What follows belongs to an exercise in optimizing a design on an open flow for small area; a production flow would make more cautious choices. In this exercise RTL edits were held to simulation tests only and were not proved equivalent to the original. The clock cells of run 3 come from the design's own scripts or RTL, not from TritonCTS. The flow treats the clock pin as an ideal source. Dropping or thinning the clock tree relies on that and would not hold on a real chip. Power is estimated from default activity; no workload was simulated.

--- design/flow/config.mk ---
export PLATFORM = sky130hd
export DESIGN_NAME = FanTimerTop
export DESIGN_NICKNAME = FanTimerTop
export VERILOG_FILES = /design/flow/design.v
export SDC_FILE = /design/flow/constraint.sdc
export NUM_CORES = 4
export LEC_CHECK = 0
export ABC_AREA = 1
export CAP_MARGIN = 20
export CORE_MARGIN = 2
export CORE_UTILIZATION = 40
export SLEW_MARGIN = 20
--- design/flow/constraint.sdc ---
create_clock -name core_clock -period 30.0 [get_ports {i_clk}]
set_input_delay 6.0000 -clock core_clock [delete_from_list [all_inputs] [get_ports {i_clk}]]
set_output_delay 6.0000 -clock core_clock [all_outputs]
set_load 0.01 [all_outputs]
--- design/flow/design.v ---
`timescale 1ns / 1ps
module ButtonController(
    input i_clk,
    input i_reset,
    input i_button,
    output o_button
    );
    reg       r_state;
    reg [6:0] c;
    wire w_active = i_button ^ r_state;
    wire w_term   = ~c[0] & c[1] & c[2] & c[3] & c[4] & ~c[6];
    wire w_pulse  = ~c[0] & ~c[1] & c[2] & c[3] & c[4] & c[5];
    wire w_jump   = w_term & ~r_state;
    wire w_fb     = (c[0] ^ c[6]);
    wire [6:0] w_step = {c[5], c[4], c[3], c[2], (c[1] ^ w_jump), c[0], w_fb};
    assign o_button = w_pulse;
    always @(posedge i_clk or posedge i_reset) begin
        if (i_reset) begin
            r_state <= 1'b0;
            c       <= 7'd120;
        end
        else begin
            if (w_active & w_term) r_state <= ~r_state;
            if (w_pulse) c <= w_active ? 7'd113 : 7'd120;
            else if (w_active) c <= w_step;
        end
    end
endmodule
`timescale 1ns / 1ps
module FanTimerTop(
    input i_clk,
    input i_reset,
    input i_button_R,
    input i_button_L,
    input i_button_D,
    input i_button_U,
    input i_button_C,
    output [3:0] o_FND_Digit,
    output [7:0] o_FND_Font,
    output [2:0] o_fanlight,
    output o_timerlight,
    output o_fan
    );
    wire w_R, w_L, w_D, w_U, w_C;
    ButtonController Button_R(.i_clk(i_clk), .i_reset(i_reset), .i_button(i_button_R), .o_button(w_R));
    ButtonController Button_L(.i_clk(i_clk), .i_reset(i_reset), .i_button(i_button_L), .o_button(w_L));
    ButtonController Button_D(.i_clk(i_clk), .i_reset(i_reset), .i_button(i_button_D), .o_button(w_D));
    ButtonController Button_U(.i_clk(i_clk), .i_reset(i_reset), .i_button(i_button_U), .o_button(w_U));
    ButtonController Button_C(.i_clk(i_clk), .i_reset(i_reset), .i_button(i_button_C), .o_button(w_C));
    wire [1:0] w_pos;
    wire w_tick1s, w_lt222, w_lt444, w_lt666;
    TimeBase TimeBase(.i_clk(i_clk), .i_reset(i_reset), .o_pos(w_pos), .o_tick1s(w_tick1s),
                      .o_lt222(w_lt222), .o_lt444(w_lt444), .o_lt666(w_lt666));
    wire [1:0] w_fan;
    FanLevel FanLevel(.i_clk(i_clk), .i_reset(i_reset), .i_R(w_R), .i_L(w_L), .i_D(w_D), .o_fan(w_fan));
    wire w_active, w_complete;
    wire [3:0] w_rem;
    Timer Timer(.i_clk(i_clk), .i_reset(i_reset), .i_U(w_U), .i_C(w_C), .i_D(w_D), .i_tick(w_tick1s),
                .o_active(w_active), .o_complete(w_complete), .o_rem(w_rem));
    Display Display(.i_pos(w_pos), .i_rem(w_rem), .i_fan(w_fan), .o_digit(o_FND_Digit), .o_font(o_FND_Font));
    wire w_fan_on = ~w_complete;
    assign o_fanlight   = w_fan_on ? {w_fan[1] & w_fan[0], w_fan[1], w_fan[1] | w_fan[0]} : 3'b000;
    assign o_timerlight = w_active;
    reg w_pwm;
    always @(*) begin
        case (w_fan)
            2'd0: w_pwm = 1'b0;
            2'd1: w_pwm = w_lt222;
            2'd2: w_pwm = w_lt444;
            default: w_pwm = w_lt666;
        endcase
    end
    assign o_fan = w_fan_on & w_pwm;
endmodule
module TimeBase(
    input i_clk,
    input i_reset,
    output [1:0] o_pos,
    output o_tick1s,
    output o_lt222, o_lt444, o_lt666
    );
    reg [5:0] r_half;
    reg       r_phase;
    reg [5:0] r_lo;
    reg [4:0] r_hi;
    wire w_half_end = ~r_half[0] & r_half[2] & ~r_half[3] & r_half[5];
    wire w_half_fb  = r_half[0] ^ r_half[5];
    wire w_tick100  = w_half_end & ~r_phase;
    wire w_lo_end   = r_lo[5] & r_lo[4] & r_lo[0];              
    wire w_hi_end   = r_hi[4] & r_hi[1] & r_hi[0];              
    wire w_lo_25    = r_lo[4] & r_lo[3] & ~r_lo[2] & ~r_lo[1] & r_lo[0];
    assign o_tick1s = w_half_end & r_phase & w_lo_25;
    always @(posedge i_clk or posedge i_reset) begin
        if (i_reset) begin
            r_half  <= 6'd9;
            r_phase <= 1'b0;
            r_lo    <= 6'd0;
            r_hi    <= 5'd0;
        end
        else begin
            r_half <= {r_half[4:2], r_half[1] ^ w_half_end, r_half[0], w_half_fb};
            if (w_half_end) r_phase <= ~r_phase;
            if (w_tick100) begin
                if (w_lo_end) begin
                    r_lo <= 6'd0;
                    r_hi <= w_hi_end ? 5'd0 : r_hi + 5'd1;
                end
                else begin
                    r_lo <= r_lo + 6'd1;
                end
            end
        end
    end
    assign o_pos   = {r_lo[1] ^ r_hi[0], r_lo[0]};
    assign o_lt222 = (r_hi < 5'd4)  | ((r_hi == 5'd4)  & (r_lo < 6'd22));
    assign o_lt444 = (r_hi < 5'd8)  | ((r_hi == 5'd8)  & (r_lo < 6'd44));
    assign o_lt666 = (r_hi < 5'd13) | ((r_hi == 5'd13) & (r_lo < 6'd16));
endmodule
module FanLevel(
    input i_clk,
    input i_reset,
    input i_R, i_L, i_D,
    output [1:0] o_fan
    );
    reg [1:0] r_fan;
    assign o_fan = r_fan;
    always @(posedge i_clk or posedge i_reset) begin
        if (i_reset) r_fan <= 2'd0;
        else if (i_D && r_fan != 2'd0) r_fan <= 2'd0;
        else if (i_R && r_fan != 2'd3) r_fan <= r_fan + 2'd1;
        else if (i_L && r_fan != 2'd0) r_fan <= r_fan - 2'd1;
    end
endmodule
module Timer(
    input i_clk,
    input i_reset,
    input i_U, i_C, i_D, i_tick,
    output o_active, o_complete,
    output [3:0] o_rem
    );
    reg [1:0] r_set;
    reg [3:0] r_rem;
    wire w_active = r_set[1] | r_set[0];
    wire w_zero   = ~(r_rem[3] | r_rem[2] | r_rem[1] | r_rem[0]);
    wire w_complete = ~w_active & r_rem[0] & ~r_rem[2];
    wire [1:0] w_next = r_rem[3:2] + 2'd1;
    assign o_active   = w_active;
    assign o_complete = w_complete;
    assign o_rem      = {r_rem[3:1], r_rem[0] & ~w_complete};
    always @(posedge i_clk or posedge i_reset) begin
        if (i_reset) begin
            r_set <= 2'd0;
            r_rem <= 4'd0;
        end
        else if (w_active) begin
            if (w_zero) begin
                r_set <= 2'd0;
                r_rem <= 4'd1;
            end
            else if (i_C) r_rem <= {r_set, r_set};
            else if (i_tick) r_rem <= r_rem - 4'd1;
        end
        else if (w_complete) begin
            if (i_D) r_rem <= 4'd0;
        end
        else if (i_U) r_rem <= {w_next, w_next};
        else if (i_C) r_set <= r_rem[3:2];
    end
endmodule
module Display(
    input [1:0] i_pos,
    input [3:0] i_rem,
    input [1:0] i_fan,
    output [3:0] o_digit,
    output [7:0] o_font
    );
    wire w_tens = i_rem[3] & (i_rem[2] | i_rem[1]);
    wire [3:0] w_ones = {i_rem[3] & ~w_tens, i_rem[2] & (i_rem[1] | ~w_tens), i_rem[1] ^ w_tens, i_rem[0]};
    wire [3:0] w_value = i_pos[1] ? {2'd0, i_fan} : (i_pos[0] ? {3'd0, w_tens} : w_ones);
    reg [7:0] r_font;
    always @(*) begin
        case (w_value)
            4'h0 : r_font = 8'hc0;
            4'h1 : r_font = 8'hf9;
            4'h2 : r_font = 8'ha4;
            4'h3 : r_font = 8'hb0;
            4'h4 : r_font = 8'h99;
            4'h5 : r_font = 8'h92;
            4'h6 : r_font = 8'h82;
            4'h7 : r_font = 8'hf8;
            4'h8 : r_font = 8'h80;
            4'h9 : r_font = 8'h98;
            default: r_font = 8'hff;
        endcase
    end
    assign o_font  = r_font;
    assign o_digit = {~(i_pos[1] & i_pos[0]), 1'b1, i_pos[1] | ~i_pos[0], i_pos[1] | i_pos[0]};
endmodule
--- design/flow/flow/run.sh ---
#!/bin/bash
# Own layout flow: the standard ORFS flow (standard.sh) with three changes:
#  - synthesis: the ABC area script is flow/abc_area.script (deeper area
#    optimisation) and adders are left to ABC instead of half/full-adder cells;
#    everything before ABC, and so every register, is the standard synthesis's;
#  - ports are buffered with sky130_fd_sc_hd__buf_1;
#  - clock tree synthesis uses clkbuf_4 buffers and inserts no dummy loads.
# Each make run's full output goes to a log file here; ORFS's own per-step logs
# are under orfs/logs.
set -euo pipefail
W=$(pwd)
OVL="$W/scripts_ovl"
mkdir -p "$OVL"
for f in "$FLOW_HOME"/scripts/*; do ln -sfn "$f" "$OVL/"; done
rm -f "$OVL/abc_area.script"
cp "$W/flow/abc_area.script" "$OVL/abc_area.script"

bash standard.sh SCRIPTS_DIR="$OVL" ABC_AREA=1 ADDER_MAP_FILE= synth > "$W/make_synth.log" 2>&1

bash standard.sh \
  BUFFER_PORTS_ARGS="-buffer_cell sky130_fd_sc_hd__buf_1" \
  CTS_ARGS="-sink_clustering_enable -repair_clock_nets -dont_use_dummy_load -buf_list sky130_fd_sc_hd__clkbuf_4 -sink_clustering_size 18" \
  finish > "$W/make_layout.log" 2>&1
--- design/flow/flow/abc_area.script ---
strash
&get -n
&deepsyn -T 30 -S 2
&put
dch -f
amap
topo
--- design/flow/standard.sh ---
#!/bin/bash
# synth_recipe.tcl (not shown) runs the flow's synth.tcl, then flattens the netlist and writes it again
# the make line also repeats each setting of config.mk as NAME=value (left out here)
make -C /OpenROAD-flow-scripts/flow DESIGN_CONFIG=/design/flow/config.mk WORK_HOME=/design/flow/orfs CLKGATE_MAP_FILE= SYNTH_SCRIPT=/design/flow/synth_recipe.tcl "${@:-finish}"
==> impl_metrics.py, run 1 <==
metrics = {
    "logic_synthesis": {
        "ys_ff_latch": 66,
        "seq_area_frac_synth_pct": 55.6,
        "postSynthCellCount": 345,
        "yosysWarnings": 6,
        "synth_area_sq_um": 3020,
        "avgSynthCellArea_sq_um": 8.75,
        "ys_types": 26,
    },
    "final_layout": {
        "regArea_sq_um": 1680,
        "antennaDiodeCount": 0,
        "syn2layout_area_growth_pct": 8.83,
        "multi_input_area_sq_um": 1110,
        "final_layout_size_suffix_gt1_share_pct": 8.80,
        "fin_util_pct": 45.0,
        "nets": 384,
        "fillCellCount": 754,
        "design_area_sq_um": 3280,
    },
    "grt": {
        "grt_max_degree": 67,
        "grt_pass1_wl_microns": 9900,
        "antenna_found_initial": 0,
        "overflow": 0,
        "grt_usage_pct": 14.8,
        "grt_pass1_vias": 2250,
    },
    "sta": {
        "worst_pin_slew_ns": 0.811,
        "relSlewSlack_pct": 45.9,
        "rsz0062_at_grt": "no",
        "period_share_pct": 29.5,
        "fin_skew_ns": 0.0260,
        "drv_slew": 0,
        "final.setup.tns_ns": 0,
        "fmax_mhz": 113,
        "setup_viol": 0,
        "fin_crit_ns": 8.86,
        "hold_viol_final": 0,
        "holdWs_ns": 0.363,
    },
    "floorplanning": {
        "core_area_sq_um": 7290,
        "chipHeight_microns": 90.9,
        "num_rows": 31,
        "die_area_sq_um": 8260,
        "start_util_pct": 41.4,
        "io_pins": 24,
        "die_x_microns": 90.9,
    },
    "clock_tree": {
        "clk_latency_ns": 0.40,
        "cts_setup_buffers": 0,
        "cts.htree.levels": 3,
        "clkTransAtPathRegs_ns": 0.11,
        "clkSinkCount": 66,
        "tritoncts": "built",
        "cts-resized-gates": 0,
        "root_buffer": "clkbuf_4",
        "ctsHoldBuffers": 0,
        "clockBufferDepth": 2,
        "cts_buffers": 9,
    },
    "critical_path": {
        "cp.required_ns": 24.00,
        "setup.worst_path.class": "reg2out",
        "timing.critical_path.buf_inv": 4,
        "endpoint_kind": "output port",
        "cp_common_cell": "clkinv_1",
        "max_stage_delay_ns": 0.51,
        "ff2ff_path_depth": 13,
        "slowest_stage": "a222oi_1",
        "crit_path_start_kind": "flop",
        "cp.arrival_ns": 2.86,
        "rrSetupSlack_ns": 26.62,
        "r2r_end": "TimeBase.r_hi[4]",
        "r2r-start": "TimeBase.r_half[5]",
        "crit_fanout": 5,
        "cpLargestDelayFamily": "compound AO/OA/AOI/OAI gates",
        "cp_cell_sequence": "nor2_1, clkinv_1, nor3_1, nor2_1, a222oi_1, clkinv_1, o21ai_0, clkinv_1, buf_1",
    },
    "worst_hold_path": {
        "min_to": "TimeBase.r_half[5]",
        "hold_class": "reg2reg",
        "hold_depth": 0,
        "hp-start": "TimeBase.r_half[4]",
    },
    "drt": {
        "wl_per_cell_microns": 11.7,
        "firstDrtPassIters": 4,
        "drt-vias-per-instance": 5.04,
        "drt_iter0_drc": 125,
        "vias": 2389,
        "drc_errors": 0,
        "ant_nets": 0,
        "drt_wl_total_microns": 5520,
    },
    "pwr": {
        "p_per_area_nw_per_um2": 89.9,
        "power.total_mw": 0.295,
        "ir_worst_vdd_mv": 0.0400,
        "leakage_nw": 1.29,
    },
    "outcome": {
        "run_status": "complete, no violations",
    },
    "place": {
        "dp_hpwl_microns": 4040,
        "dpl_cell_area_sq_um": 3220,
        "gp_congestion": 0.845,
        "numPortBuffers": 21,
    },
    "run": {
        "maxCapViolCount": 0,
    },
}
-- cell type report --
class,count,area share (%)
sequential,66,51.1
multi-input combinational,221,33.9
inverter,57,6.51
tap,99,3.77
timing repair buffer,22,2.63
clock buffer,9,2.06
-- report_power, final --
part / switching (mW) / internal [mW]
clock: 0.0270 / 0.0139
combinational: 0.0672 / 0.0406
sequential: 0.0194 / 0.127
-- placed cells by master, fill, tap and decap left out, types with 8 or more instances in the layout --
master    count
a21oi_1      17
clkinv_1     56
buf_1        21
o21ai_0      35
o22ai_1      14
clkbuf_4      9
nor3_1       12
nor2_1       58
dfstp_2      22
dfrtp_1      44
nand2_1      41
o22a_1        8
-- Yosys cell counts (all sizes together) --
cell type	instances	area (sq um)
a21oi	17	85.1
dfstp	22	578
nand2	41	154
conb	1	3.75
o21ai	35	175
o21a	5	37.5
o311ai	1	8.76
nand4	6	37.5
o31ai	1	7.51
dfrtp	44	1100
nor4b	2	17.5
nor2	58	218
clkinv	57	214
and2	1	6.26
buf	2	15.0
a222oi	1	10.0
a211oi	4	30.0
nand3	2	10.0
o22a	8	70.1
o211a	2	20.0
o221ai	1	8.76
o32ai	5	43.8
o22ai	14	87.6
nor3	12	60.1
or2	1	6.26
a31oi	2	12.5
-- metrics by stage --
stage	std cells	setup WS, ns
2_1_floorplan	346	21.91
3_3_place_gp	465	21.78
3_5_place_dp	465	21.60
4_1_cts	474	21.13
5_1_grt	474	20.69
6_report	474	21.14
-- sequential cells by signal (all words and copies together) (netlist names) --
signal            cells
Button_C.c            7
Button_D.c            7
Button_L.c            7
Button_R.c            7
Button_U.c            7
TimeBase.r_half       6
TimeBase.r_lo         6
TimeBase.r_hi         5
Timer.r_rem           4
FanLevel.r_fan        2
Timer.r_set           2
Button_C.r_state      1
Button_D.r_state      1
Button_L.r_state      1
Button_R.r_state      1
Button_U.r_state      1
TimeBase.r_phase      1
-- how the worst max path moves through the flow --
| stage | start | to | slack [ns] | cells after the start |
|---|---|---|---|---|
| final | Timer.r_set[0] | o_FND_Font[5] | 21.14 | 9 |
| after CTS | Timer.r_set[0] | o_FND_Font[5] | 21.13 | 9 |
| after floorplan | Timer.r_set[0] | o_FND_Font[3] | 21.91 | 8 |
| after detailed placement | Timer.r_set[0] | o_FND_Font[5] | 21.60 | 9 |
| after global routing | Timer.r_set[0] | o_FND_Font[5] | 20.69 | 9 |
| after global placement | Timer.r_set[0] | o_FND_Font[5] | 21.78 | 9 |
-- cell families after synthesis --
logic type	Yosys count	synth area share, %
other	1	0.124
AO/OA/AOI/OAI	96	19.8
buffers and inverters	59	7.59
AND/OR/NAND/NOR	123	16.9
flip-flops	66	55.6
-- routing by layer --
metal / track usage (%) / share of wire, %
met5: 0 / 0
met4: 6.94 / 2.3
met3: 3.84 / 3.7
met2: 22.7 / 43
met1: 19.7 / 50
-- worst reg2reg max path, cell delays in order (launching register included) --
cell and delay [ns]:
dfrtp_1 0.33, clkinv_1 0.10, nor4b_1 0.57, clkinv_1 0.24, or2_0 0.30, nor2_1 0.15
clkinv_1 0.12, nor2_1 0.30, clkinv_1 0.20, nor3_1 0.43, o21ai_0 0.25, nor2_1 0.17
nor2_1 0.05, a21oi_1 0.11
==> run 2: changes to the inputs <==
--- a/design/flow/design.v
+++ b/design/flow/design.v
@@ -83,8 +83,8 @@
     reg       r_phase;
     reg [5:0] r_lo;
     reg [4:0] r_hi;
-    wire w_half_end = ~r_half[0] & r_half[2] & ~r_half[3] & r_half[5];
-    wire w_half_fb  = r_half[0] ^ r_half[5];
+    wire w_half_end = ~r_half[0] & r_half[1] & ~r_half[3] & r_half[4];
+    wire w_half_fb  = (r_half[4] ^ r_half[5]);
     wire w_tick100  = w_half_end & ~r_phase;
     wire w_lo_end   = r_lo[5] & r_lo[4] & r_lo[0];              
     wire w_hi_end   = r_hi[4] & r_hi[1] & r_hi[0];              
@@ -92,13 +92,13 @@
     assign o_tick1s = w_half_end & r_phase & w_lo_25;
     always @(posedge i_clk or posedge i_reset) begin
         if (i_reset) begin
-            r_half  <= 6'd9;
+            r_half  <= 6'd44;
             r_phase <= 1'b0;
             r_lo    <= 6'd0;
             r_hi    <= 5'd0;
         end
         else begin
-            r_half <= {r_half[4:2], r_half[1] ^ w_half_end, r_half[0], w_half_fb};
+            r_half <= {r_half[4], r_half[3], r_half[2] ^ w_half_end, r_half[1], r_half[0], w_half_fb};
             if (w_half_end) r_phase <= ~r_phase;
             if (w_tick100) begin
                 if (w_lo_end) begin
==> run 2 against run 1 <==
Clock skew is 0.0033 ns higher. Via count is 2.4% higher. Wire length is 7.4% higher. Clock power is 1% lower. Synthesized area is 0.37% lower. Register-to-register slack better by 0.61 ns. Global-route usage is 0.71 points higher. Maximum frequency is 3.4% higher. Non-clock buffer count stayed put. First-iteration DRC count is 23% lower. Core utilization is 0.086 points higher. Critical endpoint is now o_FND_Font[0]. Largest cell class unchanged. Largest power group unchanged.
==> impl_metrics.py, run 2 <==
metrics = {
    "clock_tree": {
        "cts-resized-gates": 0,
        "cts_setup_buffers": 0,
        "clkTransAtPathRegs_ns": 0.10,
        "clockBufferDepth": 2,
        "cts.htree.levels": 3,
        "ctsHoldBuffers": 0,
        "cts_buffers": 9,
        "root_buffer": "clkbuf_4",
        "clkSinkCount": 66,
        "tritoncts": "built",
        "clk_latency_ns": 0.40,
    },
    "drt": {
        "drt_iter0_drc": 96,
        "drt_wl_total_microns": 5930,
        "drc_errors": 0,
        "vias": 2447,
        "drt-vias-per-instance": 5.15,
        "ant_nets": 0,
        "firstDrtPassIters": 5,
        "wl_per_cell_microns": 12.5,
    },
    "logic_synthesis": {
        "synth_top_cell_by_area": "dfrtp_1",
        "yosysMostFrequentCell": "clkinv_1",
        "synth.area.top_cells": "dfrtp_1, dfstp_2, clkinv_1",
        "synth-edff-count": 0,
        "avgSynthCellArea_sq_um": 8.69,
        "ys_ff_latch": 66,
        "ys.flop_type": "dfrtp_1",
        "postSynthCellCount": 346,
        "synth_top_area_share_pct": 35.8,
        "synth_area_sq_um": 3010,
        "yosys-top-cells-count": "clkinv_1, nor2_1, dfrtp_1, nand2_1, o21ai_0",
        "ys_types": 29,
        "seq_area_frac_synth_pct": 55.9,
        "async_flop_share_pct": 100,
        "yosysWarnings": 6,
    },
    "grt": {
        "grt_max_degree": 67,
        "grt_usage_pct": 15.5,
        "antenna_found_initial": 0,
        "overflow": 0,
        "grt_pass1_vias": 2311,
        "grt_pass1_wl_microns": 10300,
    },
    "critical_path": {
        "r2r_end": "Timer.r_rem[1]",
        "setup.worst_path.class": "reg2out",
        "rrSetupSlack_ns": 27.23,
        "cp.arrival_ns": 2.57,
        "cp.required_ns": 24.00,
        "crit_path_start_kind": "flop",
        "endpoint_kind": "output port",
        "ff2ff_path_depth": 11,
        "crit_fanout": 6,
        "r2r-start": "Button_C.c[5]",
    },
    "place": {
        "numPortBuffers": 21,
        "dp_cells": 466,
        "dp_hpwl_microns": 4330,
        "gp_congestion": 0.849,
        "dpl_cell_area_sq_um": 3210,
    },
    "final_layout": {
        "nets": 385,
        "design_area_sq_um": 3270,
        "fillCellCount": 734,
        "final_cell_mix": "clkinv_1, nor2_1, dfrtp_1, nand2_1, o21ai_0",
        "final_layout_size_suffix_gt1_share_pct": 9.04,
        "finalNonFillerCells": 475,
        "syn2layout_area_growth_pct": 8.86,
        "antennaDiodeCount": 0,
    },
    "pwr": {
        "p_per_area_nw_per_um2": 86.5,
        "p_sw_share_pct": 38.3,
        "p_int_mw": 0.175,
        "combinationalPowerShare_pct": 35.3,
        "p_clk_share_pct": 14.3,
        "seqPwrFrac_pct": 50.4,
        "power.switching_mw": 0.108,
        "ir_worst_vdd_mv": 0.0383,
        "leakage_nw": 1.28,
        "power.total_mw": 0.283,
    },
    "worst_hold_path": {
        "hp-start": "TimeBase.r_half[0]",
        "hold_depth": 0,
        "hold_class": "reg2reg",
        "min_to": "TimeBase.r_half[1]",
    },
    "floorplanning": {
        "start_util_pct": 41.5,
        "die_x_microns": 90.7,
        "chipHeight_microns": 90.7,
        "core_area_sq_um": 7250,
        "die_area_sq_um": 8230,
        "num_rows": 31,
        "io_pins": 24,
    },
    "sta": {
        "hold_viol_final": 0,
        "fin_skew_ns": 0.0293,
        "rsz0062_at_grt": "no",
        "setup_viol": 0,
        "drv_slew": 0,
        "period_share_pct": 28.6,
        "worst_pin_slew_ns": 0.815,
        "final.setup.tns_ns": 0,
        "fin_crit_ns": 8.57,
        "relSlewSlack_pct": 45.6,
        "fmax_mhz": 117,
    },
    "outcome": {
        "run_status": "complete, no violations",
    },
    "run": {
        "maxCapViolCount": 0,
    },
}
## run 2: cell types whose count changed after synthesis, moves of 4 or more
cell,change
nor3_1,+8
o21ai_0,-9
o22a_1,-8
nand2_1,-9
o22ai_1,+11
o32ai_1,-4
## run 2: cell type report
type / count / area (sq um) / share of cell area, %
repair buffers: 22 / 86.3 / 2.64
multi-input cells: 219 / 1090 / 33.3
well taps: 99 / 124 / 3.78
inverters: 60 / 225 / 6.88
clock buffers: 9 / 67.6 / 2.06
flip-flops and latches: 66 / 1680 / 51.3
## run 2: cell families after synthesis
| logic type | count (synthesis) | share of synthesized area, % |
|---|---|---|
| AND/OR/NAND/NOR | 127 | 17.9 |
| AO/OA/AOI/OAI | 90 | 18.1 |
| flip-flops | 66 | 55.9 |
| buffers and inverters | 62 | 7.99 |
| other | 1 | 0.125 |
## run 2: metrics by stage
stage          hold WS (ns)  setup WS, ns  utilization (%)
6_report              0.385         21.43             45.1
5_1_grt               0.404         21.06             45.1
4_1_cts               0.390         21.41             45.1
3_5_place_dp          0.365         21.83             44.2
3_3_place_gp          0.361         21.94             44.2
2_1_floorplan         0.354         22.00                -
## run 2: how the worst max path moves through the flow
| stage | startpoint | to | slack, ns | cells past startpoint |
|---|---|---|---|---|
| finish | Timer.r_rem[0] | o_FND_Font[0] | 21.43 | 11 |
| global route | Timer.r_rem[0] | o_FND_Font[0] | 21.06 | 11 |
| CTS | Timer.r_rem[0] | o_FND_Font[0] | 21.41 | 11 |
| detailed placement | Timer.r_rem[0] | o_FND_Font[0] | 21.83 | 11 |
| global placement | Timer.r_rem[0] | o_FND_Font[0] | 21.94 | 11 |
| floorplan | Timer.r_set[0] | o_FND_Font[0] | 22.00 | 9 |
## run 2: routing by layer
metal / up-vias / part of all wire (%) / routed length (microns) / GRT usage [%]
met5: - / 0 / 0 / 0
met4: 0 / 2.6 / 153 / 8.85
met3: 13 / 3.2 / 191 / 3.17
met2: 39 / 47 / 2820 / 25.2
met1: 1156 / 47 / 2770 / 19.3
li1: 1239 / - / - / -
## run 2: power by group through the flow
stage	Clock, mW	Sequential, mW	Combinational, mW
2_1_floorplan	0	0.140	0.0775
3_3_place_gp	0	0.144	0.0975
3_5_place_dp	0	0.144	0.100
4_1_cts	0.0425	0.143	0.100
5_1_grt	0.0469	0.146	0.114
6_report	0.0405	0.143	0.0998
## run 2: critical path: stages (launching register included)
cell and delay, ns:
dfrtp_1 0.42, clkinv_1 0.17, nor2_1 0.19, clkinv_1 0.10
nor2_1 0.29, nor2_1 0.10, a221oi_1 0.37, o21ai_0 0.18
nand2_1 0.09, nor2_1 0.05, o21a_1 0.10, buf_1 0.12
==> run 3: changes to the inputs <==
--- a/design/flow/flow/run.sh
+++ b/design/flow/flow/run.sh
@@ -4,7 +4,8 @@
 #    optimisation) and adders are left to ABC instead of half/full-adder cells;
 #    everything before ABC, and so every register, is the standard synthesis's;
 #  - ports are buffered with sky130_fd_sc_hd__buf_1;
-#  - clock tree synthesis uses clkbuf_4 buffers and inserts no dummy loads.
+#  - the clock tree is built by flow/manual_cts.tcl: four clkbuf_8, one per
+#    quadrant of the flip-flops.
 # Each make run's full output goes to a log file here; ORFS's own per-step logs
 # are under orfs/logs.
 set -euo pipefail
@@ -19,5 +20,5 @@
 
 bash standard.sh \
   BUFFER_PORTS_ARGS="-buffer_cell sky130_fd_sc_hd__buf_1" \
-  CTS_ARGS="-sink_clustering_enable -repair_clock_nets -dont_use_dummy_load -buf_list sky130_fd_sc_hd__clkbuf_4 -sink_clustering_size 18" \
+  PRE_CTS_TCL="$W/flow/manual_cts.tcl" \
   finish > "$W/make_layout.log" 2>&1
==> design/flow/flow/manual_cts.tcl (new file) <==
# PRE_CTS_TCL hook: builds the clock tree by hand. The flip-flops are split by
# position into four quadrants of equal size, each driven by one clkbuf_8
# placed at the quadrant's centre and fed from the clock port's net (the port
# thus drives four cell pins). clock_tree_synthesis is then replaced by a
# command that only marks the clock as propagated; the rest of the CTS step
# (legalisation, timing repair) runs as usual.
set mcts_block [ord::get_db_block]
set mcts_master [[ord::get_db] findMaster sky130_fd_sc_hd__clkbuf_8]
set mcts_net [$mcts_block findNet i_clk]
set mcts_sinks {}
foreach it [$mcts_net getITerms] {
  set bb [[$it getInst] getBBox]
  lappend mcts_sinks [list $it [expr {([$bb xMin] + [$bb xMax]) / 2}] [expr {([$bb yMin] + [$bb yMax]) / 2}]]
}
proc mcts_split {items idx} {
  set s [lsort -integer -index $idx $items]
  set h [expr {[llength $s] / 2}]
  return [list [lrange $s 0 [expr {$h - 1}]] [lrange $s $h end]]
}
set mcts_groups {}
foreach g [mcts_split $mcts_sinks 1] {
  foreach h [mcts_split $g 2] { lappend mcts_groups $h }
}
set k 0
foreach g $mcts_groups {
  set sx 0
  set sy 0
  foreach s $g {
    incr sx [lindex $s 1]
    incr sy [lindex $s 2]
  }
  set n [llength $g]
  set net [odb::dbNet_create $mcts_block "clknet_manual_$k"]
  $net setSigType CLOCK
  set buf [odb::dbInst_create $mcts_block $mcts_master "clkbuf_manual_$k"]
  $buf setLocation [expr {$sx / $n}] [expr {$sy / $n}]
  $buf setPlacementStatus PLACED
  foreach s $g {
    set it [lindex $s 0]
    $it disconnect
    $it connect $net
  }
  [$buf findITerm A] connect $mcts_net
  [$buf findITerm X] connect $net
  puts "manual CTS: clkbuf_manual_$k drives $n flip-flops"
  incr k
}
global_connect
rename clock_tree_synthesis mcts_unused_clock_tree_synthesis
proc clock_tree_synthesis {args} {
  puts "clock_tree_synthesis replaced: clock tree built by manual_cts.tcl"
  set_propagated_clock [all_clocks]
}
==> run 3 against run 2 <==
Core utilization decreased by 0.17 points. Register-to-register slack barely moved. Largest cell class unchanged. Largest power group unchanged. Combinational power about the same. Die area is the same. Highest routed layer unchanged. Critical path depth is the same.
==> impl_metrics.py, run 3 <==
metrics = {
    "drt": {
        "ant_nets": 0,
        "top_layer": "met4",
        "drc_errors": 0,
        "drt-vias-per-instance": 5.08,
        "drt_wl_total_microns": 5800,
        "vias": 2389,
        "wl_met2_microns": 2820,
        "wl_per_cell_microns": 12.3,
        "wl_met1_microns": 2740,
        "firstDrtPassIters": 4,
        "drt_iter0_drc": 90,
        "wl_met3_microns": 172,
    },
    "critical_path": {
        "crit_start": "Timer.r_rem[0]",
        "cp.required_ns": 24.00,
        "rrSetupSlack_ns": 27.22,
        "crit_path_start_kind": "flop",
        "setup.worst_path.class": "reg2out",
        "timing.critical_path.buf_inv": 3,
        "cp_cell_sequence": "clkinv_1, nor2_1, clkinv_1, nor2_1, nor2_1, a221oi_1, o21ai_0, nand2_1, nor2_1, o21a_1, buf_1",
        "cp_common_cell": "nor2_1",
        "cp.arrival_ns": 2.34,
        "ff2ff_path_depth": 11,
        "crit_fanout": 6,
        "endpoint": "o_FND_Font[0]",
        "slowest_stage": "dfrtp_1",
        "endpoint_kind": "output port",
        "cp.depth": 11,
        "cpLargestDelayFamily": "simple AND/OR/NAND/NOR gates",
        "r2r_end": "Timer.r_rem[1]",
        "r2r-start": "Button_C.c[5]",
        "max_stage_delay_ns": 0.42,
    },
    "sta": {
        "hold_viol_final": 0,
        "rsz0062_at_grt": "no",
        "fmax_mhz": 120,
        "relSlewSlack_pct": 46.3,
        "final.setup.tns_ns": 0,
        "fin_crit_ns": 8.34,
        "fin_skew_ns": 0.00971,
        "setup_viol": 0,
        "drv_slew": 0,
        "worst_pin_slew_ns": 0.805,
        "period_share_pct": 27.8,
    },
    "grt": {
        "overflow": 0,
        "grt_usage_pct": 14.1,
        "grt_pass1_vias": 2278,
        "antenna_found_initial": 0,
        "grt_pass1_wl_microns": 10200,
        "grt_max_degree": 67,
    },
    "place": {
        "dp_hpwl_microns": 4330,
        "gp_congestion": 0.849,
        "numPortBuffers": 21,
    },
    "logic_synthesis": {
        "seq_area_frac_synth_pct": 55.9,
        "avgSynthCellArea_sq_um": 8.69,
        "synth_top_cell_by_area": "dfrtp_1",
        "synth_top_area_share_pct": 35.8,
        "ys_types": 29,
        "ys.flop_type": "dfrtp_1",
        "yosysMostFrequentCell": "clkinv_1",
        "synth.area.top_cells": "dfrtp_1, dfstp_2, clkinv_1",
        "postSynthCellCount": 346,
        "yosys-top-cells-count": "clkinv_1, nor2_1, dfrtp_1, nand2_1, o21ai_0",
        "synth_area_sq_um": 3010,
        "ys_ff_latch": 66,
        "synth-edff-count": 0,
        "async_flop_share_pct": 100,
        "yosysWarnings": 6,
    },
    "run": {
        "maxCapViolCount": 0,
    },
    "final_layout": {
        "nets": 380,
        "fillCellCount": 734,
        "final_layout_size_suffix_gt1_share_pct": 7.82,
        "multi_input_area_sq_um": 1090,
        "regArea_sq_um": 1680,
        "fin_util_pct": 45.0,
        "final_cell_mix": "clkinv_1, nor2_1, dfrtp_1, nand2_1, o21ai_0",
        "syn2layout_area_growth_pct": 8.45,
        "antennaDiodeCount": 0,
    },
    "floorplanning": {
        "start_util_pct": 41.5,
        "die_x_microns": 90.7,
        "die_area_sq_um": 8230,
        "chipHeight_microns": 90.7,
        "num_rows": 31,
        "io_pins": 24,
        "core_area_sq_um": 7250,
    },
    "worst_hold_path": {
        "hp-start": "TimeBase.r_half[1]",
        "hold_class": "reg2reg",
    },
    "clock_tree": {
        "cts_setup_buffers": 0,
        "clk_latency_ns": 0.16,
        "cts-resized-gates": 0,
        "clkTransAtPathRegs_ns": 0.10,
        "ctsHoldBuffers": 0,
    },
    "pwr": {
        "p_per_area_nw_per_um2": 85.0,
        "ir_worst_vdd_mv": 0.0326,
        "leakage_nw": 1.27,
    },
    "outcome": {
        "run_status": "complete, no violations",
    },
}
run 3: layout make-up:
class                   instances  share of cell area (%)
plain buffers                   4                    1.69
inverters                      60                    6.91
multi-input cells             219                    33.4
flip-flops and latches         66                    51.5
well taps                      99                    3.80
repair buffers                 22                    2.65
run 3: where the power goes:
| group | switching, mW | internal, mW |
|---|---|---|
| sequential | 0.0169 | 0.126 |
| clock | 0.0220 | 0.0124 |
| combinational | 0.0650 | 0.0349 |
run 3: worst reg2reg max path, delay by kind of cell, from the launching register on:
family	cells	cell delay, ns
buf+inv	2	0.33
simple gates	4	0.73
compound gates	5	1.09
flops	1	0.53
run 3: worst min-delay path by stage:
stage	endpoint	slack, ns	cells past startpoint
2_1_floorplan	TimeBase.r_half[2]	0.35	0
3_3_place_gp	TimeBase.r_half[2]	0.36	0
3_5_place_dp	TimeBase.r_half[1]	0.37	0
4_1_cts	TimeBase.r_half[2]	0.39	0
5_1_grt	TimeBase.r_half[2]	0.41	0
6_report	TimeBase.r_half[2]	0.39	0
run 3: cell families (layout without fill, tap and decap cells):
kind of cell | Yosys count | after routing | share of synthesized area [%]
other | 1 | 2 | 0.125
buffers and inverters | 62 | 86 | 7.99
and+or+nand+nor | 127 | 127 | 17.9
AOI/OAI and AO/OA | 90 | 90 | 18.1
DFF | 66 | 66 | 55.9
run 3: metal layers:
metal | up-vias | GRT usage [%]
met5 | - | 0
met4 | 0 | 1.67
met3 | 7 | 1.34
met2 | 24 | 25.7
met1 | 1132 | 18.8
li1 | 1226 | -
run 3: per-stage QoR:
stage               instance area [sq um]  total power [mW]  setup WS [ns]  hold slack, ns  std cells
floorplan                            3010             0.217          22.00           0.354        347
global placement                     3210             0.242          21.94           0.361        466
detailed placement                   3210             0.244          21.83           0.365        466
CTS                                  3260             0.279          21.66           0.393        470
global route                         3260             0.300          21.30           0.410        470
finish                               3260             0.277          21.66           0.393        470

static timing again, ports no longer ideal:
In the flow no input, the clock included, has a driving cell. The finished layouts below were timed again as built, in two steps. Step 1 sets driving cells, clkbuf_16 on the clock port and buf_2 on the other inputs (assumed; they add their load-dependent delay and slew). Step 2 moves the port delays by t, midway between the first and last clock arrival at a register: inputs arrive t later, outputs are due t later. That takes back most of the time a late clock gives input paths. Three values: ideal, step 1, step 2; two values: the first two.
| run | t (ns) | setup slack, ns | worst setup path at the end | slew at the worst register clock pin (ns) | worst slew at a driven data input, ns |
|---|---|---|---|---|---|
| run 1 | 0.418 | 21.138 / 21.110 / 21.528 | register to output | 0.11 / 0.11 | 0.03 |
| run 2 | 0.418 | 21.434 / 21.402 / 21.820 | register to output | 0.10 / 0.10 | 0.03 |
| run 3 | 0.213 | 21.655 / 21.598 / 21.811 | register to output | 0.10 / 0.10 | 0.03 |
After both steps every run listed still meets setup and hold.
